Background: an optimization exercise with open tools, aiming at small area, a short achievable clock period and few clock cycles per item. Do not read the settings as production practice. Only simulation tests tie the RTL to the original design; equivalence was not proved. Power figures rest on the tool's default switching activity, not on a simulated workload.

==> flow/design.v <==
module qr_decomp #(parameter DATA_WIDTH=16, ADDR_WIDTH=4)(
input [DATA_WIDTH-1:0] A,
input clk,reset, start,
output a_ready,    
output q_valid,    
output done,       
output [DATA_WIDTH-1:0] q1out,
output [DATA_WIDTH-1:0] q2out,
output  [DATA_WIDTH-1:0] q3out
    );
  reg [21:1] ph;
  reg        ar, qv, dn, o_q, o_c;
  wire       run   = |ph;
  wire       take0 = ~run & ~dn & start & ~reset;
  wire [21:1] phn  = {ph[20:1], take0};    
  assign a_ready = take0 | ar;
  assign q_valid = qv;
  assign done    = dn;
  reg s_sqx, s_sqa, s_sqb, s_a2, s_b2, s_sa0, s_sa1, s_sa2, s_sb0, s_sb1, s_sb2;
  reg s_x0, s_x1, s_x2, s_sacc;
  reg b_x0, b_x1, b_x2, b_nx0, b_nx1, b_nx2, b_s, b_nacc;
  reg b_rc, b_q0, b_q1, b_q2, b_neg;
  reg c_a;                  
  reg d_a0, d_a1, d_a2, d_b0, d_b1, d_b2, d_e, d_m0, d_m1, d_m2, d_acc;
  always @(posedge clk) begin
    if (reset) begin
      ph <= 21'd0; ar <= 1'b0; qv <= 1'b0; dn <= 1'b0; o_q <= 1'b0; o_c <= 1'b0;
      {s_sqx, s_sqa, s_sqb, s_a2, s_b2, s_sa0, s_sa1, s_sa2, s_sb0, s_sb1, s_sb2} <= 11'd0;
      {s_x0, s_x1, s_x2, s_sacc} <= 4'd0;
      {b_x0, b_x1, b_x2, b_nx0, b_nx1, b_nx2, b_s, b_nacc} <= 8'd0;
      {b_rc, b_q0, b_q1, b_q2, b_neg} <= 5'd0;
      {d_a0, d_a1, d_a2, d_b0, d_b1, d_b2, d_e, d_m0, d_m1, d_m2, d_acc} <= 11'd0;
      c_a <= 1'b0;
    end else begin
      ph <= phn;
      if (take0) ar <= 1'b1;
      if (ph[8]) ar <= 1'b0;
      qv  <= phn[7] | phn[14] | phn[21];
      o_q <= phn[14];
      o_c <= phn[21];
      if (phn[21]) dn <= 1'b1;
      s_sqx <= phn[1] | phn[2] | phn[3];
      s_a2  <= phn[4] | phn[5] | phn[6];
      s_b2  <= phn[7] | phn[8] | phn[9];
      s_x0  <= phn[4] | phn[7];
      s_x1  <= phn[5] | phn[8];
      s_x2  <= phn[6] | phn[9];
      s_sqa <= phn[10] | phn[11] | phn[12];
      s_sa0 <= phn[10]; s_sa1 <= phn[11]; s_sa2 <= phn[12];
      s_sqb <= phn[18] | phn[19] | phn[20];
      s_sb0 <= phn[18]; s_sb1 <= phn[19]; s_sb2 <= phn[20];
      s_sacc <= ~(phn[1] | phn[4] | phn[7] | phn[10] | phn[18]);
      b_x0  <= phn[4] | phn[14];
      b_x1  <= phn[5] | phn[15];
      b_x2  <= phn[6] | phn[16];
      b_nx0 <= phn[8] | phn[11];
      b_nx1 <= phn[9] | phn[12];
      b_nx2 <= phn[10] | phn[13];
      b_s   <= phn[7];
      b_nacc <= phn[17] | phn[18] | phn[19];
      b_rc  <= (|phn[13:4]);
      b_q0  <= phn[14] | phn[17];
      b_q1  <= phn[15] | phn[18];
      b_q2  <= phn[16] | phn[19];
      b_neg <= (|phn[13:8]) | phn[17] | phn[18] | phn[19];
      d_a0 <= phn[8];  d_a1 <= phn[9];  d_a2 <= phn[10];
      d_b0 <= phn[11]; d_b1 <= phn[12]; d_b2 <= phn[13];
      d_e  <= |phn[13:8];
      d_m0 <= phn[17]; d_m1 <= phn[18]; d_m2 <= phn[19];
      d_acc <= phn[15] | phn[16];
      c_a  <= phn[13];
    end
  end
  reg [15:0] X0, X1, X2;         
  reg [7:0]  A0, A1, A2;         
  reg [7:0]  B0, B1, B2;         
  reg [15:0] Q0, Q1, Q2;         
  reg [15:0] S;                  
  reg [15:0] RC;                 
  wire [15:0] cq0, cq1, cq2;
  assign q1out = o_q ? Q0 : o_c ? cq0 : X0;
  assign q2out = o_q ? Q1 : o_c ? cq1 : X1;
  assign q3out = o_q ? Q2 : o_c ? cq2 : X2;
  function [3:0] band(input [15:0] s);
    if      (s >= 16'd211) band = 4'd14;
    else if (s >= 16'd157) band = 4'd13;
    else if (s >= 16'd133) band = 4'd12;
    else if (s >= 16'd111) band = 4'd11;
    else if (s >= 16'd91)  band = 4'd10;
    else if (s >= 16'd73)  band = 4'd9;
    else if (s >= 16'd57)  band = 4'd8;
    else if (s >= 16'd43)  band = 4'd7;
    else if (s >= 16'd31)  band = 4'd6;
    else if (s >= 16'd21)  band = 4'd5;
    else if (s >= 16'd13)  band = 4'd4;
    else if (s >= 16'd7)   band = 4'd3;
    else if (s >= 16'd3)   band = 4'd2;
    else if (s != 16'd0)   band = 4'd1;
    else                   band = 4'd0;
  endfunction
  function [15:0] rcval(input [3:0] b);
    case (b)
      4'd1: rcval = 16'd256;  4'd2: rcval = 16'd128;  4'd3: rcval = 16'd84;
      4'd4: rcval = 16'd64;   4'd5: rcval = 16'd50;   4'd6: rcval = 16'd42;
      4'd7: rcval = 16'd36;   4'd8: rcval = 16'd32;   4'd9: rcval = 16'd28;
      4'd10: rcval = 16'd24;  4'd11: rcval = 16'd22;  4'd12: rcval = 16'd20;
      4'd13: rcval = 16'd18;  4'd14: rcval = 16'd16;
      default: rcval = 16'h7ffe;
    endcase
  endfunction
  function [15:0] cu8(input [7:0] v, input [3:0] b);
    reg [15:0] t1, t2, t3;
    begin
      t1 = 16'd0; t2 = 16'd0; t3 = 16'd0;
      case (b)
        4'd1: t1 = {v, 8'd0};                                               
        4'd2: t1 = {1'b0, v, 7'd0};                                         
        4'd3: begin t1 = {2'd0, v, 6'd0}; t2 = {4'd0, v, 4'd0}; t3 = {6'd0, v, 2'd0}; end  
        4'd4: t1 = {2'd0, v, 6'd0};                                         
        4'd5: begin t1 = {3'd0, v, 5'd0}; t2 = {4'd0, v, 4'd0}; t3 = {7'd0, v, 1'd0}; end  
        4'd6: begin t1 = {3'd0, v, 5'd0}; t2 = {5'd0, v, 3'd0}; t3 = {7'd0, v, 1'd0}; end  
        4'd7: begin t1 = {3'd0, v, 5'd0}; t2 = {6'd0, v, 2'd0}; end        
        4'd8: t1 = {3'd0, v, 5'd0};                                         
        4'd9: begin t1 = {4'd0, v, 4'd0}; t2 = {5'd0, v, 3'd0}; t3 = {6'd0, v, 2'd0}; end  
        4'd10: begin t1 = {4'd0, v, 4'd0}; t2 = {5'd0, v, 3'd0}; end       
        4'd11: begin t1 = {4'd0, v, 4'd0}; t2 = {6'd0, v, 2'd0}; t3 = {7'd0, v, 1'd0}; end  
        4'd12: begin t1 = {4'd0, v, 4'd0}; t2 = {6'd0, v, 2'd0}; end       
        4'd13: begin t1 = {4'd0, v, 4'd0}; t2 = {7'd0, v, 1'd0}; end       
        4'd14: t1 = {4'd0, v, 4'd0};                                        
        default: ;
      endcase
      cu8 = t1 + t2 + t3;
    end
  endfunction
  reg  [3:0] bandr;             
  wire [7:0] sa = ({8{s_sqx}} & X2[7:0]) | ({8{s_a2}} & A2) | ({8{s_b2}} & B2) |
                  ({8{s_sa0}} & A0) | ({8{s_sa1}} & A1) | ({8{s_sa2}} & A2) |
                  ({8{s_sb0}} & B0) | ({8{s_sb1}} & B1) | ({8{s_sb2}} & B2);
  wire [15:0] sb = ({16{s_sqx}} & {X2[14:8], 1'b0, X2[7:0]}) |
                   ({16{s_x0}} & X0) | ({16{s_x1}} & X1) | ({16{s_x2}} & X2) |
                   ({16{s_sqa | s_sqb}} & {8'd0, sa});
  wire [15:0] snext = sa * sb + ({16{s_sacc}} & S);
  wire [15:0] ba = ({16{b_x0}} & X0) | ({16{b_x1}} & X1) | ({16{b_x2}} & X2) |
                   ({16{b_nx0}} & ~X0) | ({16{b_nx1}} & ~X1) | ({16{b_nx2}} & ~X2) |
                   ({16{b_s}} & S) | ({16{b_nacc}} & ~RC);
  wire [15:0] bb = ({16{b_rc}} & RC) |
                   ({16{b_q0}} & Q0) | ({16{b_q1}} & Q1) | ({16{b_q2}} & Q2);
  wire [7:0]  av = ({8{d_a0}} & A0) | ({8{d_a1}} & A1) | ({8{d_a2}} & A2) |
                   ({8{d_b0}} & B0) | ({8{d_b1}} & B1) | ({8{d_b2}} & B2);
  wire [23:0] badd = ({24{d_e}} & {av, 16'h00ff}) |
                     ({24{d_m0}} & {X0, 8'hff}) | ({24{d_m1}} & {X1, 8'hff}) |
                     ({24{d_m2}} & {X2, 8'hff}) | ({24{d_acc}} & {RC, B0});
  wire [7:0]  bbn  = ~bb[7:0] + 8'd1;
  wire [23:0] bcor = {24{b_neg}} & {bbn, bb};
  wire [23:0] br   = badd + bcor + ba * bb;
  wire [7:0] cv0 = c_a ? A0 : B0;
  wire [7:0] cv1 = c_a ? A1 : B1;
  wire [7:0] cv2 = c_a ? A2 : B2;
  assign cq0 = cu8(cv0, bandr);
  assign cq1 = cu8(cv1, bandr);
  assign cq2 = cu8(cv2, bandr);
  always @(posedge clk) begin
    if (a_ready) begin
      if (take0 | ph[1] | ph[2]) begin X2 <= A; X1 <= X2; X0 <= X1; end
      else if (ph[3] | ph[4] | ph[5]) begin A2 <= A[7:0]; A1 <= A2; A0 <= A1; end
      else begin B2 <= A[7:0]; B1 <= B2; B0 <= B1; end
    end
    S <= snext;                
    if (ph[3])  RC <= rcval(band(snext));
    if (ph[10]) RC <= S;
    if (ph[12] | ph[20]) bandr <= band(snext);
    if (ph[4])  X0 <= br[15:0];
    if (ph[5])  X1 <= br[15:0];
    if (ph[6])  X2 <= br[15:0];
    if (ph[7])  RC <= br[15:0];
    if (ph[8])  A0 <= br[23:16];
    if (ph[9])  A1 <= br[23:16];
    if (ph[10]) A2 <= br[23:16];
    if (ph[11]) X0 <= br[23:8];
    if (ph[12]) X1 <= br[23:8];
    if (ph[13]) X2 <= br[23:8];
    if (ph[14] | ph[15] | ph[16]) begin RC <= br[23:8]; B0 <= br[7:0]; end
    if (ph[17]) B0 <= br[23:16];
    if (ph[18]) B1 <= br[23:16];
    if (ph[19]) B2 <= br[23:16];
    if (ph[13]) begin Q0 <= cq0; Q1 <= cq1; Q2 <= cq2; end
  end
endmodule
==> flow/run.sh <==
#!/bin/bash
# synth_recipe.tcl (not shown) runs the flow's synth.tcl, then flattens the netlist and writes it again
# the make line also repeats each setting of config.mk as NAME=value (left out here)
make -C /OpenROAD-flow-scripts/flow DESIGN_CONFIG=/design/flow/config.mk WORK_HOME=/design/flow/orfs CLKGATE_MAP_FILE= SYNTH_SCRIPT=/design/flow/synth_recipe.tcl finish
==> flow/config.mk <==
export PLATFORM = sky130hd
export DESIGN_NAME = qr_decomp
export DESIGN_NICKNAME = qr_decomp
export VERILOG_FILES = /design/flow/design.v
export SDC_FILE = /design/flow/constraint.sdc
export NUM_CORES = 4
export LEC_CHECK = 0
export CAP_MARGIN = 40
export CORE_MARGIN = 2
export CORE_UTILIZATION = 60
export CTS_BUF_LIST = sky130_fd_sc_hd__clkbuf_8 sky130_fd_sc_hd__clkbuf_4
export SETUP_SLACK_MARGIN = 5
export SLEW_MARGIN = 40
==> flow/constraint.sdc <==
create_clock -name core_clock -period 13.0 [get_ports {clk}]
set_input_delay 2.6000 -clock core_clock [delete_from_list [all_inputs] [get_ports {clk}]]
set_output_delay 2.6000 -clock core_clock [all_outputs]
set_load 0.01 [all_outputs]
==> results.ini, run 1 <==
[finish]
postLayoutCoreUtil = 0.684
final_common_cell = inv_1
layout_common_cells = inv_1, nand2_1, fa_1, nor2_1, edfxtp_1
area.growth.synth_to_final_pct = 13.1
multi_input_area_um2 = 20200
register_area_um2 = 6110
fin_nets = 3735
drive_gt1_frac = 0.130
final.fill_count = 3739

[global_route]
gr-total-overflow = 0
grt_pass1_wl_mm = 161
grt_usage = 0.460
antenna_found_initial = 3
grt_max_degree = 89
first_global_vias = 25000

[worst_setup_path]
critPathKind = reg -> reg
crit_top_cell = fa_1
rr_startpoint = X2[9]
worst_path_dominant_cell_family = adder cells
crit_slowest_cell = or3_1
path_cells = mux2_2, a221oi_1, o2111ai_1, buf_4, inv_1, nor2_1, fa_1, inv_1, fa_1, inv_1, fa_1, fa_1, fa_1, fa_1, ha_1, a21oi_1, nor2_1, nor4_1, and3_1, or3_1, mux2_2
crit_buf_inv = 4
crit_required_ns = 13.38
reg2reg_depth = 21
rrSetupSlack_ns = 5.06
cp-start-kind = flop
crit_path_end_kind = flop
worstPathArrival_ns = 8.32
crit_path_max_fanout = 11
reg2reg_to = B1[6]
cpPeakStageDelay_ns = 0.60

[clock_tree]
cts-root-buf = clkbuf_8
path_clk_slew_ns = 0.07
cts.htree.levels = 2
cts_made_buffers = 42
hold_buffers = 0
cts.path.max_buffers = 3
clock-sinks = 224
clock_latency_ns = 0.64
cts_tree = done

[routing]
vias = 26700
ant_nets = 0
firstDrtPassIters = 14
drt-met1-wl_mm = 40.2
dr_wl_met2_mm = 46.9
viasPerCell = 6.85
wl_met3_mm = 16.6
highest_layer = met5
drc = 0
drt-total-wl_mm = 112
wl_per_cell_um = 28.8
drt_iter0_markers = 4859

[floorplanning]
fp.dieH_um = 220
start_util = 0.605
die_area_um2 = 48400
ios = 70
core_um2 = 46300
die_x_um = 220
rows = 79

[sta]
max_clock_freq_mhz = 126
maxSlewHeadroom = 0.405
fin_tns_setup_ns = 0
period_share = 0.611
clock_skew_ns = 0.0637
report.final.hold_viol_count = 0
fin_crit_ns = 7.94
drv_slew = 0
worst_pin_slew_ns = 0.868
setup_viol = 0
rsz0062_at_grt = no

[logic_synthesis]
synth_top_area_frac = 0.219
synth_top_cell_by_area = fa_1
synth_cells = 3176
synth_area_leaders = fa_1, edfxtp_1, ha_1
synth_area_um2 = 28000
seq_area_frac_synth = 0.218
synth.avg_cell_area_um2 = 8.81
yosys_register_bits = 224
ys_async_sr_fraction = 0
ys_types = 74
syn_nets = 3656
yosys_warnings = 1
synth_edf_count = 161
synthFlopType = edfxtp_1

[placed_design]
dp_hpwl_mm = 85.5
finalWeightedCongestion = 1.09
portBuffers = 69

[status]
status = timing/DRC/antenna clean

[pwr]
ir_drop_v = 0.0000907
power_mw = 2.12
power_leakage_nw = 13.8
p_per_area_nw_per_um2 = 66.9

[flow_run]
drv_cap = 0

[worst_hold_path]
min-delay-start = ph[1]
min_path_type = reg -> reg
whs_endpoint = ph[2]
whs_path_depth = 1

timing repair:
item / in CTS / in global routing
cloned: 1 / 2
buffers inserted: 42 / 41
setup endpoints to repair: 55 / 84
endpoints found under the hold margin: 0 / 0
pin swaps: 11 / 28
gates resized for setup: 87 / 92
worst reg2reg max path, cell delays in order (launching register included):
cell,delay [ns]
edfxtp_1,0.53
mux2_2,0.38
a221oi_1,0.47
o2111ai_1,0.29
buf_4,0.27
inv_1,0.22
nor2_1,0.11
fa_1,0.54
inv_1,0.05
fa_1,0.52
inv_1,0.06
fa_1,0.55
fa_1,0.56
fa_1,0.56
fa_1,0.55
ha_1,0.52
a21oi_1,0.12
nor2_1,0.14
nor4_1,0.08
and3_1,0.20
or3_1,0.60
mux2_2,0.38
area by class of cell:
cell class,instances,area share
multi-input cells,2325,0.640
flip-flops and latches,224,0.193
repair buffers,211,0.0620
inverters,451,0.0535
well taps,607,0.0240
clock buffers,62,0.0236
clock inverters,13,0.00344
diodes,1,0.0000791
where the power goes:
part | leakage (nW) | switching (mW) | internal, mW
sequential | 1.98 | 0.0733 | 0.806
clock | 0.456 | 0.338 | 0.392
combinational | 11.3 | 0.304 | 0.202
total | 13.8 | 0.716 | 1.40
registers in the layout, summed over array words and instances, names as in the netlist, 4 cells and up:
register / flops
B2: 8
Q1: 15
B1: 8
A1: 8
X0: 16
Q0: 15
RC: 16
B0: 8
bandr: 4
ph: 21
S: 16
A0: 8
Q2: 15
X1: 16
X2: 16
A2: 8
cells in the mapped netlist, types with 13 or more instances:
cell	instances
buf_1	13
a211oi_1	33
o22ai_1	55
mux2_2	57
dfxtp_1	63
xnor2_1	74
nand2_1	384
edfxtp_1	161
o211ai_1	13
clkbuf_1	156
a222oi_1	29
a31oi_1	21
or3_1	19
a21oi_1	131
nor4_1	15
nor2_1	212
xor2_1	29
and3_1	28
nand3_1	51
nor3_1	21
nor2b_1	47
a21o_1	20
or2_2	17
inv_1	449
fa_1	306
a22o_1	14
o21bai_1	26
mux2i_1	107
ha_1	155
a221oi_1	29
a22oi_1	126
nand2b_1	30
and2_1	26
o21ai_0	128
stage by stage:
stage,std cells,worst slack [ns],instance area (µm²),hold slack (ns)
6_report,3894,5.06,31600,0.493
3_5_place_dp,3731,4.24,29300,0.481
5_1_grt,3893,4.95,31600,0.506
4_1_cts,3849,4.79,30900,0.489
2_1_floorplan,3176,5.03,28000,0.453
3_3_place_gp,3729,4.44,29200,0.468
kinds of logic (layout without fill, tap and decap cells):
group                      count (synthesis)  after routing  share of synthesized area
and+or+nand+nor                          897            897                      0.146
AOI/OAI and AO/OA                        696            696                      0.166
buffers and inverters                    627            737                     0.0848
adders and majority gates                461            461                      0.288
DFF                                      224            224                      0.218
muxes                                    164            164                     0.0612
xor gates and xnor gates                 107            107                     0.0352
other                                      0              1                          0
per-layer routing:
| metal | global-route usage | vias to the layer above |
|---|---|---|
| met3 | 0.138 | 490 |
| met5 | 0.00417 | - |
| li1 | - | 11000 |
| met2 | 0.666 | 2265 |
| met4 | 0.270 | 4 |
| met1 | 0.609 | 12900 |
worst max path at each step:
stage | from | slack [ns] | to | depth (start not counted)
final | X2[9] | 5.06 | B1[6] | 21
after global routing | ph[10] | 4.95 | RC[14] | 27
after CTS | bandr[0] | 4.79 | q2out[12] | 24
after detailed placement | ph[10] | 4.24 | RC[6] | 30
after global placement | ph[10] | 4.44 | RC[3] | 29
after floorplan | ph[13] | 5.03 | q2out[12] | 21
Testbench counts, summed over its fixed seeds: cycles 1,840, matrices 80.
==> run 2, diff against run 1 <==
--- a/flow/design.v
+++ b/flow/design.v
@@ -18,8 +18,8 @@
   assign done    = dn;
   reg s_sqx, s_sqa, s_sqb, s_a2, s_b2, s_sa0, s_sa1, s_sa2, s_sb0, s_sb1, s_sb2;
   reg s_x0, s_x1, s_x2, s_sacc;
-  reg b_x0, b_x1, b_x2, b_nx0, b_nx1, b_nx2, b_s, b_nacc;
-  reg b_rc, b_q0, b_q1, b_q2, b_neg;
+  reg b_x0, b_x1, b_x2, b_s, b_rca;
+  reg b_rc, b_q0, b_q1, b_q2;
   reg c_a;                  
   reg d_a0, d_a1, d_a2, d_b0, d_b1, d_b2, d_e, d_m0, d_m1, d_m2, d_acc;
   always @(posedge clk) begin
@@ -27,8 +27,8 @@
       ph <= 21'd0; ar <= 1'b0; qv <= 1'b0; dn <= 1'b0; o_q <= 1'b0; o_c <= 1'b0;
       {s_sqx, s_sqa, s_sqb, s_a2, s_b2, s_sa0, s_sa1, s_sa2, s_sb0, s_sb1, s_sb2} <= 11'd0;
       {s_x0, s_x1, s_x2, s_sacc} <= 4'd0;
-      {b_x0, b_x1, b_x2, b_nx0, b_nx1, b_nx2, b_s, b_nacc} <= 8'd0;
-      {b_rc, b_q0, b_q1, b_q2, b_neg} <= 5'd0;
+      {b_x0, b_x1, b_x2, b_s, b_rca} <= 5'd0;
+      {b_rc, b_q0, b_q1, b_q2} <= 4'd0;
       {d_a0, d_a1, d_a2, d_b0, d_b1, d_b2, d_e, d_m0, d_m1, d_m2, d_acc} <= 11'd0;
       c_a <= 1'b0;
     end else begin
@@ -50,19 +50,15 @@
       s_sqb <= phn[18] | phn[19] | phn[20];
       s_sb0 <= phn[18]; s_sb1 <= phn[19]; s_sb2 <= phn[20];
       s_sacc <= ~(phn[1] | phn[4] | phn[7] | phn[10] | phn[18]);
-      b_x0  <= phn[4] | phn[14];
-      b_x1  <= phn[5] | phn[15];
-      b_x2  <= phn[6] | phn[16];
-      b_nx0 <= phn[8] | phn[11];
-      b_nx1 <= phn[9] | phn[12];
-      b_nx2 <= phn[10] | phn[13];
+      b_x0  <= phn[4] | phn[8] | phn[11] | phn[14];
+      b_x1  <= phn[5] | phn[9] | phn[12] | phn[15];
+      b_x2  <= phn[6] | phn[10] | phn[13] | phn[16];
       b_s   <= phn[7];
-      b_nacc <= phn[17] | phn[18] | phn[19];
+      b_rca <= phn[17] | phn[18] | phn[19];
       b_rc  <= (|phn[13:4]);
       b_q0  <= phn[14] | phn[17];
       b_q1  <= phn[15] | phn[18];
       b_q2  <= phn[16] | phn[19];
-      b_neg <= (|phn[13:8]) | phn[17] | phn[18] | phn[19];
       d_a0 <= phn[8];  d_a1 <= phn[9];  d_a2 <= phn[10];
       d_b0 <= phn[11]; d_b1 <= phn[12]; d_b2 <= phn[13];
       d_e  <= |phn[13:8];
@@ -141,18 +137,15 @@
                    ({16{s_sqa | s_sqb}} & {8'd0, sa});
   wire [15:0] snext = sa * sb + ({16{s_sacc}} & S);
   wire [15:0] ba = ({16{b_x0}} & X0) | ({16{b_x1}} & X1) | ({16{b_x2}} & X2) |
-                   ({16{b_nx0}} & ~X0) | ({16{b_nx1}} & ~X1) | ({16{b_nx2}} & ~X2) |
-                   ({16{b_s}} & S) | ({16{b_nacc}} & ~RC);
+                   ({16{b_s}} & S) | ({16{b_rca}} & RC);
   wire [15:0] bb = ({16{b_rc}} & RC) |
                    ({16{b_q0}} & Q0) | ({16{b_q1}} & Q1) | ({16{b_q2}} & Q2);
   wire [7:0]  av = ({8{d_a0}} & A0) | ({8{d_a1}} & A1) | ({8{d_a2}} & A2) |
                    ({8{d_b0}} & B0) | ({8{d_b1}} & B1) | ({8{d_b2}} & B2);
-  wire [23:0] badd = ({24{d_e}} & {av, 16'h00ff}) |
-                     ({24{d_m0}} & {X0, 8'hff}) | ({24{d_m1}} & {X1, 8'hff}) |
-                     ({24{d_m2}} & {X2, 8'hff}) | ({24{d_acc}} & {RC, B0});
-  wire [7:0]  bbn  = ~bb[7:0] + 8'd1;
-  wire [23:0] bcor = {24{b_neg}} & {bbn, bb};
-  wire [23:0] br   = badd + bcor + ba * bb;
+  wire [23:0] badd = ({24{d_e}} & {~av, 16'hff00}) |
+                     ({24{d_m0}} & {~X0, 8'h00}) | ({24{d_m1}} & {~X1, 8'h00}) |
+                     ({24{d_m2}} & {~X2, 8'h00}) | ({24{d_acc}} & {RC, B0});
+  wire [23:0] br   = badd + ba * bb;
   wire [7:0] cv0 = c_a ? A0 : B0;
   wire [7:0] cv1 = c_a ? A1 : B1;
   wire [7:0] cv2 = c_a ? A2 : B2;
@@ -173,16 +166,16 @@
     if (ph[5])  X1 <= br[15:0];
     if (ph[6])  X2 <= br[15:0];
     if (ph[7])  RC <= br[15:0];
-    if (ph[8])  A0 <= br[23:16];
-    if (ph[9])  A1 <= br[23:16];
-    if (ph[10]) A2 <= br[23:16];
-    if (ph[11]) X0 <= br[23:8];
-    if (ph[12]) X1 <= br[23:8];
-    if (ph[13]) X2 <= br[23:8];
+    if (ph[8])  A0 <= ~br[23:16];
+    if (ph[9])  A1 <= ~br[23:16];
+    if (ph[10]) A2 <= ~br[23:16];
+    if (ph[11]) X0 <= ~br[23:8];
+    if (ph[12]) X1 <= ~br[23:8];
+    if (ph[13]) X2 <= ~br[23:8];
     if (ph[14] | ph[15] | ph[16]) begin RC <= br[23:8]; B0 <= br[7:0]; end
-    if (ph[17]) B0 <= br[23:16];
-    if (ph[18]) B1 <= br[23:16];
-    if (ph[19]) B2 <= br[23:16];
+    if (ph[17]) B0 <= ~br[23:16];
+    if (ph[18]) B1 <= ~br[23:16];
+    if (ph[19]) B2 <= ~br[23:16];
     if (ph[13]) begin Q0 <= cq0; Q1 <= cq1; Q2 <= cq2; end
   end
 endmodule
--- a/flow/config.mk
+++ b/flow/config.mk
@@ -5,9 +5,9 @@
 export SDC_FILE = /design/flow/constraint.sdc
 export NUM_CORES = 4
 export LEC_CHECK = 0
-export CAP_MARGIN = 40
+export CAP_MARGIN = 20
 export CORE_MARGIN = 2
 export CORE_UTILIZATION = 60
 export CTS_BUF_LIST = sky130_fd_sc_hd__clkbuf_8 sky130_fd_sc_hd__clkbuf_4
 export SETUP_SLACK_MARGIN = 5
-export SLEW_MARGIN = 40
+export SLEW_MARGIN = 20
==> run 2 against run 1 <==
Cell count decreased by 4.4%. Sequential cell count is 4 lower. Cell area decreased by 4.2%. Die area fell by 5.2%. Largest cell class unchanged. Critical path type unchanged. Sequential power decreased by 3.0%. Still clean.
==> results.ini, run 2 <==
[status]
status = timing/DRC/antenna clean

[worst_setup_path]
rr_startpoint = X1[7]
crit_required_ns = 13.28
critPathKind = reg -> reg
crit_path_end_kind = flop
crit_path_max_fanout = 11
reg2reg_to = RC[9]
rrSetupSlack_ns = 4.96
reg2reg_depth = 19
worstPathArrival_ns = 8.33
cp-start-kind = flop

[placed_design]
portBuffers = 69
finalWeightedCongestion = 1.08
dp_hpwl_mm = 78.2
post_dp_cell_area_um2 = 27700
post-place-ws_ns = 3.84

[sta]
worst_pin_slew_ns = 1.41
clock_skew_ns = 0.0580
drv_slew = 0
maxSlewHeadroom = 0.0565
layout_setup_ws_ns = 4.96
rsz0062_at_grt = yes
whs_ns = 0.491
report.final.hold_viol_count = 0
max_clock_freq_mhz = 124
period_share = 0.619
setup_viol = 0
fin_tns_setup_ns = 0
fin_crit_ns = 8.04

[logic_synthesis]
netlist_top_cells_count = inv_1, nand2_1, fa_1
yosys_warnings = 1
synth_most_common_cell = inv_1
synth_edf_count = 161
yosys_register_bits = 220
ys_async_sr_fraction = 0
synth_area_leaders = fa_1, edfxtp_1, ha_1
ys_types = 72
synth_cells = 3018
synth_top_cell_by_area = fa_1
synth.avg_cell_area_um2 = 8.78
syn_nets = 3472
synth_area_um2 = 26500
synthFlopType = edfxtp_1
synth_top_area_frac = 0.215
seq_area_frac_synth = 0.227

[global_route]
grt_max_degree = 99
antenna_found_initial = 5
grt_usage = 0.451
grt_pass1_wl_mm = 155
gr-total-overflow = 0
first_global_vias = 24400

[routing]
drt_iter0_markers = 4656
drt-total-wl_mm = 106
ant_nets = 0
vias = 25500
drc = 0
viasPerCell = 6.86
firstDrtPassIters = 12
wl_per_cell_um = 28.5

[floorplanning]
ios = 70
core_um2 = 43400
die_x_um = 214
fp.dieH_um = 214
die_area_um2 = 45900
rows = 76
start_util = 0.611

[worst_hold_path]
min-delay-start = ph[1]
whs_endpoint = ph[2]
whs_path_depth = 1
min_path_type = reg -> reg

[finish]
drive_gt1_frac = 0.134
largest_reg_flops = 21
area.growth.synth_to_final_pct = 14.4
layout_common_cells = inv_1, nand2_1, fa_1, nor2_1, a21oi_1
top_register = ph
final_common_cell = inv_1
fin_nets = 3556
stdcell_area_um2 = 30300

[clock_tree]
cts-root-buf = clkbuf_8
clock-sinks = 220
path_clk_slew_ns = 0.06
cts.path.max_buffers = 3
cts_made_buffers = 39
cts_tree = done
cts.htree.levels = 2
clock_latency_ns = 0.64
hold_buffers = 0

[pwr]
ir_drop_v = 0.000131
p_per_area_nw_per_um2 = 67.4
power_leakage_nw = 12.9

[flow_run]
drv_cap = 0

==> run 2: changes by cell type in the layout (fill, tap and decap cells not counted), sizes merged, moves of 23 or more <==
cell | previous run | this run
nand3 | 51 | 19
a222oi | 29 | 52
mux2 | 57 | 30
a22oi | 126 | 84
a21oi | 131 | 182
o21ai | 140 | 117
inv | 452 | 414
==> run 2: logic make-up (layout without fill, tap and decap cells) <==
| family | after synthesis | in the layout | synth area share |
|---|---|---|---|
| adder cells (fa/ha/maj) | 435 | 435 | 0.286 |
| other | 0 | 4 | 0 |
| multiplexers | 117 | 117 | 0.0456 |
| AND/OR/NAND/NOR | 837 | 837 | 0.140 |
| flip-flops | 220 | 220 | 0.227 |
| AO/OA/AOI/OAI | 720 | 720 | 0.183 |
| XOR/XNOR | 99 | 99 | 0.0343 |
| buffers and inverters | 590 | 705 | 0.0840 |
==> run 2: worst max path at each step <==
stage,from,to,cells after the start
floorplan,ph[13],q2out[13],20
global route,bandr[1],q1out[10],20
global placement,ph[19],RC[9],28
detailed placement,ph[19],RC[9],28
CTS,bandr[1],q1out[13],21
finish,X1[7],RC[9],19
==> run 2: critical path: stages (launching register included) <==
cell and delay (ns):
edfxtp_1 0.54, a222oi_1 0.45, nand2_4 0.25, inv_1 0.31, a21oi_1 0.10, fa_1 0.56, fa_1 0.46, fa_1 0.48
ha_1 0.38, fa_1 0.56, fa_1 0.51, ha_1 0.25, or3_1 0.38, o311ai_1 0.31, a21boi_1 0.21, o31ai_2 0.30
nand2b_1 0.09, a21o_1 0.23, xnor2_1 1.08, o22ai_1 0.23
==> run 2: routing by layer <==
metal | track usage | routed length [µm] | share of wire | up-vias
li1 | - | - | - | 10600
met1 | 0.591 | 37100 | 0.35 | 12100
met2 | 0.631 | 42400 | 0.40 | 2354
met3 | 0.188 | 18800 | 0.18 | 500
met4 | 0.253 | 7780 | 0.073 | 2
met5 | 0 | 13 | 0.00012 | -
==> run 2: cell type report <==
class	instances	area, µm²
diodes	4	10.0
clock buffers	60	719
clock inverters	12	97.6
fillers	3491	13000
inverters	418	1570
multi-input cells	2208	19000
flip-flops and latches	220	6060
well taps	585	732
repair buffers	215	2080
==> run 2: what timing repair did <==
item | in CTS | in global routing
gates resized for setup | 131 | 98
gates cloned | 3 | 6
setup endpoints to repair | 126 | 94
setup buffers | 52 | 38
pin swaps | 23 | 34
==> run 2: where the power goes <==
part           leakage [nW]  internal [mW]  switching, mW
sequential             1.96          0.790         0.0626
clock                 0.427          0.376          0.326
combinational          10.5          0.194          0.294
total                  12.9           1.36          0.683
==> run 2: through the flow <==
step	utilization	power, mW	cells
2_1_floorplan	-	1.12	3018
3_3_place_gp	0.638	1.27	3547
3_5_place_dp	0.638	1.28	3547
4_1_cts	0.679	1.98	3674
5_1_grt	0.699	2.09	3718
6_report	0.699	2.04	3722
Testbench counts of run 2, summed over its fixed seeds: cycles 1,840, matrices 80.
==> run 3, diff against run 2 <==
==> flow/config.mk (replaced) <==
export PLATFORM = sky130hd
export DESIGN_NAME = qr_decomp
export DESIGN_NICKNAME = qr_decomp
export VERILOG_FILES = /design/flow/design.v
export SDC_FILE = /design/flow/constraint.sdc
export NUM_CORES = 4
export LEC_CHECK = 0
export CAP_MARGIN = 40
export CORE_MARGIN = 2
export CORE_UTILIZATION = 40
export CTS_BUF_LIST = sky130_fd_sc_hd__clkbuf_8 sky130_fd_sc_hd__clkbuf_4
export SETUP_SLACK_MARGIN = 5
export SLEW_MARGIN = 40
==> run 3 against run 2 <==
Cell count increased by 7.9%. Largest cell class unchanged. Still clean on timing, DRC and antenna. Count of clock-buffer cells in the layout shrank 2. Critical path depth fell by 4.
==> results.ini, run 3 <==
[pwr]
power_mw = 2.11
p_per_area_nw_per_um2 = 67.5
ir_drop_v = 0.0000881
power_leakage_nw = 13.1

[global_route]
first_global_vias = 24600
grt_pass1_wl_mm = 165
grt_max_degree = 93
grt_usage = 0.332
gr-total-overflow = 0
antenna_found_initial = 3

[floorplanning]
fp.dieH_um = 261
start_util = 0.404
ios = 70
rows = 94
core_um2 = 65600
die_x_um = 261
die_area_um2 = 68300

[logic_synthesis]
synth_area_um2 = 26500
seq_area_frac_synth = 0.227
synth_top_cell_by_area = fa_1
synth_cells = 3018
synth.avg_cell_area_um2 = 8.78
yosys_warnings = 1
synth_edf_count = 161
synth_most_common_cell = inv_1
synth_top_area_frac = 0.215
netlist_top_cells_count = inv_1, nand2_1, fa_1
synthFlopType = edfxtp_1
ys_types = 72
syn_nets = 3472
synth_area_leaders = fa_1, edfxtp_1, ha_1
yosys_register_bits = 220
ys_async_sr_fraction = 0

[placed_design]
place_inst = 3829
post-place-ws_ns = 3.63
portBuffers = 69
dp_hpwl_mm = 85.5
post_dp_cell_area_um2 = 28200
finalWeightedCongestion = 1.07

[finish]
fin_nets = 3574
instances_no_fill = 4017
final_common_cell = inv_1
postLayoutCoreUtil = 0.475
drive_gt1_frac = 0.152
area.growth.synth_to_final_pct = 17.7
stdcell_area_um2 = 31200
layout_common_cells = inv_1, nand2_1, fa_1, nor2_1, edfxtp_1
largest_reg_flops = 21
top_register = ph

[clock_tree]
cts_made_buffers = 42
cts-root-buf = clkbuf_8
clock_latency_ns = 0.64
cts.path.max_buffers = 3
clock-sinks = 220
path_clk_slew_ns = 0.06
cts_tree = done
hold_buffers = 0
cts.htree.levels = 2

[sta]
worst_pin_slew_ns = 0.938
rsz0062_at_grt = yes
maxSlewHeadroom = 0.370
max_clock_freq_mhz = 127
setup_viol = 0
report.final.hold_viol_count = 0
fin_tns_setup_ns = 0
period_share = 0.608
drv_slew = 0
whs_ns = 0.489
fin_crit_ns = 7.90
layout_setup_ws_ns = 5.10
clock_skew_ns = 0.0739

[worst_setup_path]
cpPeakStageDelay_ns = 0.64
worstPathArrival_ns = 5.30
crit_path_max_fanout = 9
path_cells = buf_4, nand2b_2, o22a_4, o22ai_1, ha_1, ha_1, fa_1, a21o_1, a21oi_2, o21bai_1, a21oi_2, xnor2_1, mux2i_1, o21ai_0, clkdlybuf4s50_1
crit_buf_inv = 2
crit_path_end_kind = output pin
crit_slowest_cell = clkdlybuf4s50_1
crit_required_ns = 10.40
critPathKind = reg -> out
worst_path_dominant_cell_family = compound AO/OA/AOI/OAI gates
cp-start-kind = flop

[routing]
ant_nets = 0
vias = 25100
viasPerCell = 6.25
drt_iter0_markers = 3715
firstDrtPassIters = 14
wl_per_cell_um = 28.7
drt-total-wl_mm = 115
drc = 0

[flow_run]
drv_cap = 0

[status]
status = timing/DRC/antenna clean

[worst_hold_path]
min_path_type = reg -> reg

==> run 3: cell counts after synthesis <==
No cell type changed its count.
==> run 3: final timing paths <==
kind / endpoint / cells past startpoint / startpoint / slack [ns]
setup / recovery: q1out[8] / 15 / bandr[2] / 5.10
hold / removal: ph[3] / 1 / ph[2] / 0.49
setup reg to reg: B2[7] / 22 / b_x2 / 5.24
hold reg to reg: ph[3] / 1 / ph[2] / 0.49
==> run 3: kinds of logic (layout without fill, tap and decap cells) <==
group	after synthesis	count (layout)	share of synthesized area
simple gates	837	838	0.140
compound gates	720	720	0.183
fa+ha+maj	435	435	0.286
flops	220	220	0.227
mux	117	117	0.0456
xor+xnor	99	100	0.0343
buf+inv	590	722	0.0840
other cells	0	1	0
==> run 3: cell type report <==
| type | instances | area (µm²) |
|---|---|---|
| flip-flops and latches | 220 | 6040 |
| well taps | 864 | 1080 |
| clock inverters | 18 | 143 |
| inverters | 418 | 1580 |
| clock buffers | 58 | 717 |
| multi-input cells | 2210 | 19400 |
| diodes | 1 | 2.50 |
| repair buffers | 228 | 2210 |
| fillers | 6288 | 34400 |
==> run 3: worst reg2reg max path, delay by kind of cell (launching register included) <==
family / cells / cell delay (ns)
flip-flops: 1 / 0.62
buffers and inverters: 3 / 0.40
multiplexers: 1 / 0.36
AO/OA/AOI/OAI: 8 / 2.18
adder cells (fa/ha/maj): 7 / 2.96
AND/OR/NAND/NOR: 2 / 0.68
XOR/XNOR: 1 / 0.28
==> run 3: timing repair <==
action | 4_1_cts | 5_1_grt
pin swaps | 26 | 58
gates resized for setup | 176 | 112
endpoints found under the setup margin | 122 | 90
hold endpoints to repair | 0 | 0
gates cloned | 4 | 4
buffers inserted | 61 | 41
==> run 3: power by group <==
part / leakage [nW] / total, mW / internal [mW] / switching, mW
combinational: 10.7 / 0.515 / 0.205 / 0.310
clock: 0.460 / 0.739 / 0.384 / 0.355
sequential: 1.95 / 0.853 / 0.791 / 0.0622
==> run 3: per-layer routing <==
metal / global-route usage / up-vias / routed length, µm
met3: 0.0985 / 356 / 15200
met4: 0.129 / 2 / 5810
met5: 0 / - / 19
met2: 0.486 / 1807 / 48600
met1: 0.460 / 12400 / 45600
li1: - / 10600 / -
==> run 4, diff against run 3 <==
--- a/flow/design.v
+++ b/flow/design.v
@@ -74,9 +74,9 @@
   reg [15:0] S;                  
   reg [15:0] RC;                 
   wire [15:0] cq0, cq1, cq2;
-  assign q1out = o_q ? Q0 : o_c ? cq0 : X0;
-  assign q2out = o_q ? Q1 : o_c ? cq1 : X1;
-  assign q3out = o_q ? Q2 : o_c ? cq2 : X2;
+  assign q1out = o_c ? cq0 : o_q ? Q0 : X0;
+  assign q2out = o_c ? cq1 : o_q ? Q1 : X1;
+  assign q3out = o_c ? cq2 : o_q ? Q2 : X2;
   function [3:0] band(input [15:0] s);
     if      (s >= 16'd211) band = 4'd14;
     else if (s >= 16'd157) band = 4'd13;
==> run 4 against run 3 <==
Still clean on timing, DRC and antenna. Setup slack got worse by 0.078 ns. Count of clock-buffer cells in the layout rose by 3. Die area fell by 0.12%. Utilization fell by 0.37 points. Maximum frequency fell by 0.98%. Clock skew fell by 0.043 ns. Critical path depth rose by 5. Sequential cell count did not move. Combinational power barely moved. Clock power rose by 8.3%. Wire length fell by 1.8%. Register-to-register slack got worse by 0.13 ns.
==> results.ini, run 4 <==
[status]
status = timing/DRC/antenna clean

[routing]
firstDrtPassIters = 11
drt_iter0_markers = 4191
viasPerCell = 6.25
drc = 0
drt-total-wl_mm = 113
ant_nets = 0
wl_per_cell_um = 28.1
vias = 25200

[sta]
setup_viol = 0
whs_ns = 0.471
max_clock_freq_mhz = 125
period_share = 0.614
fin_tns_setup_ns = 0
report.final.hold_viol_count = 0
maxSlewHeadroom = 0.397
drv_slew = 0
worst_pin_slew_ns = 0.904
clock_skew_ns = 0.0307
rsz0062_at_grt = yes
fin_crit_ns = 7.98

[global_route]
grt_usage = 0.329
gr-total-overflow = 0
antenna_found_initial = 2
grt_max_degree = 89
grt_pass1_wl_mm = 164
first_global_vias = 24500

[finish]
final.fill_count = 6273
layout_common_cells = inv_1, nand2_1, fa_1, nor2_1, a21oi_1
top_register = ph
fin_nets = 3582
drive_gt1_frac = 0.147
final_common_cell = inv_1
register_area_um2 = 6050
largest_reg_flops = 21
area.growth.synth_to_final_pct = 17.0
multi_input_area_um2 = 19000

[pwr]
p_per_area_nw_per_um2 = 70.5
power_leakage_nw = 13.0
pwr-share-clk = 0.367
ir_drop_v = 0.0000837
power.internal_mw = 1.44
p_sw_mw = 0.739
p_sw_frac = 0.339
p_comb_frac = 0.235
seq_power_share = 0.399

[worst_setup_path]
crit_path_end_kind = output pin
cp-start-kind = flop
crit_path_max_fanout = 10
critPathKind = reg -> out
worstPathArrival_ns = 5.38
crit_required_ns = 10.40

[floorplanning]
die_area_um2 = 68200
fp.dieH_um = 261
rows = 94
start_util = 0.403
ios = 70
die_x_um = 261
core_um2 = 65600

[logic_synthesis]
ys_async_sr_fraction = 0
synth_most_common_cell = inv_1
synth.avg_cell_area_um2 = 8.79
synth_edf_count = 161
synth_top_area_frac = 0.216
synth_compound_area_frac = 0.181
synth_area_leaders = fa_1, edfxtp_1, ha_1
synthAdderAreaFrac = 0.287
synth_area_um2 = 26500
synthFlopType = edfxtp_1
ys_types = 74
synth_cells = 3009
synthMuxAreaShare = 0.0473
seq_area_frac_synth = 0.227
netlist_top_cells_count = inv_1, nand2_1, fa_1
synthSimpleGateAreaFrac = 0.139
synthXorXnorAreaFrac = 0.0343
yosys_register_bits = 220
synth_top_cell_by_area = fa_1
yosys_warnings = 1
syn_nets = 3463
synth_top_family_by_area = adder cells

[clock_tree]
clock-sinks = 220
clock_latency_ns = 0.64
cts.htree.levels = 2
cts_made_buffers = 43
path_clk_slew_ns = 0.07
cts-root-buf = clkbuf_8
hold_buffers = 0
cts_tree = done
cts.path.max_buffers = 3

[placed_design]
dp_hpwl_mm = 83.1
finalWeightedCongestion = 1.02
portBuffers = 69

[flow_run]
drv_cap = 0

[worst_hold_path]
min_path_type = reg -> reg

==> run 4: cell count changes in the layout (fill, tap and decap cells not counted), sizes merged, moves of 6 or more <==
cell    change
o22ai       +6
o21a        +7
nor2       +15
a21boi      -7
and2        -7
nand2      -19
buf        +20
nor2b       -7
nor3       -11
==> run 4: repair_timing <==
item,CTS,global route
setup buffers,53,67
pin swaps,18,34
gates cloned,2,1
resized for setup,104,97
endpoints found under the setup margin,85,77
==> run 4: power by group through the flow <==
| stage | Combinational, mW | Sequential [mW] | Clock, mW |
|---|---|---|---|
| after floorplan | 0.305 | 0.829 | 0 |
| final | 0.512 | 0.870 | 0.800 |
| after CTS | 0.458 | 0.866 | 0.800 |
| after global placement | 0.430 | 0.883 | 0 |
| after detailed placement | 0.443 | 0.881 | 0 |
| after global routing | 0.549 | 0.867 | 0.830 |
==> run 4: path summary, 6_finish.rpt <==
| path | startpoint | endpoint | slack, ns | depth (start not counted) |
|---|---|---|---|---|
| hold reg to reg | ph[1] | ph[2] | 0.47 | 1 |
| setup reg to reg | ph[7] | RC[14] | 5.11 | 27 |
| hold / removal | ph[1] | ph[2] | 0.47 | 1 |
| setup / recovery | bandr[0] | q3out[15] | 5.02 | 20 |
==> run 4: layer usage <==
metal / routed length (µm) / global-route usage
met1: 41100 / 0.412
met2: 49500 / 0.503
met3: 13000 / 0.0838
met4: 9530 / 0.218
met5: 17 / 0
==> run 4: cell families (layout without fill, tap and decap cells) <==
| logic type | after synthesis | count (layout) |
|---|---|---|
| buffers and inverters | 591 | 743 |
| AOI/OAI and AO/OA | 716 | 716 |
| muxes | 121 | 122 |
| adders and majority gates | 435 | 435 |
| DFF | 220 | 220 |
| and+or+nand+nor | 827 | 827 |
| other | 0 | 1 |
| xor gates and xnor gates | 99 | 99 |
==> run 4: final cells by class <==
| class | instances | area share |
|---|---|---|
| clock inverters | 18 | 0.00614 |
| well taps | 864 | 0.0349 |
| flip-flops and latches | 220 | 0.195 |
| repair buffers | 245 | 0.0734 |
| clock buffers | 61 | 0.0247 |
| diodes | 1 | 0.0000808 |
| multi-input cells | 2199 | 0.614 |
| inverters | 419 | 0.0512 |
==> run 4: worst max-delay path, cell delays in order, from the launching register on <==
cell and delay (ns):
edfxtp_1 0.36, buf_4 0.20, buf_4 0.16, or2_2 0.40, mux2_4 0.42, nor2_1 0.12, a21oi_1 0.06, fa_1 0.51
inv_1 0.05, ha_1 0.33, inv_1 0.05, o21bai_1 0.14, a21oi_1 0.11, o21bai_1 0.18, a21oi_2 0.10, o21bai_1 0.19
nand2_1 0.13, a2111oi_2 0.34, xnor2_1 0.18, a21o_1 0.16, clkdlybuf4s50_1 0.54
==> run 4: through the flow <==
| step | cell area, µm² | power (mW) | cells | utilization | setup slack [ns] |
|---|---|---|---|---|---|
| after detailed placement | 28100 | 1.32 | 3822 | 0.429 | 3.73 |
| after global placement | 28000 | 1.31 | 3822 | 0.427 | 3.87 |
| after CTS | 30000 | 2.12 | 3956 | 0.457 | 4.90 |
| after global routing | 31000 | 2.25 | 4026 | 0.472 | 4.79 |
| after floorplan | 26500 | 1.13 | 3009 | - | 5.12 |
| final | 31000 | 2.18 | 4027 | 0.472 | 5.02 |
Testbench counts of run 4, summed over its fixed seeds: cycles 1,840, matrices 80.

## static timing again, ports no longer ideal
Ports are ideal in the flow. The routed layouts listed here were re-timed in OpenROAD. Step 1 assumes that a clkbuf_16 drives the clock port and a buf_2 every other input. Step 2 also shifts input and output timing later by t, the mid clock arrival at the registers, as if the neighbouring blocks saw the same clock. Three values: ideal ports, drivers, drivers and shift; two values: the first two.
run	shift t [ns]	setup slack, ns	clock arrival spread, ns
run 1	0.667	5.057 / 5.043 / 5.057	0.064 / 0.064
run 2	0.661	4.957 / 4.957 / 4.957	0.058 / 0.058
run 3	0.659	5.098 / 5.044 / 5.241	0.075 / 0.075
run 4	0.669	5.019 / 4.970 / 5.110	0.030 / 0.031
After both steps every run listed still meets setup and hold.
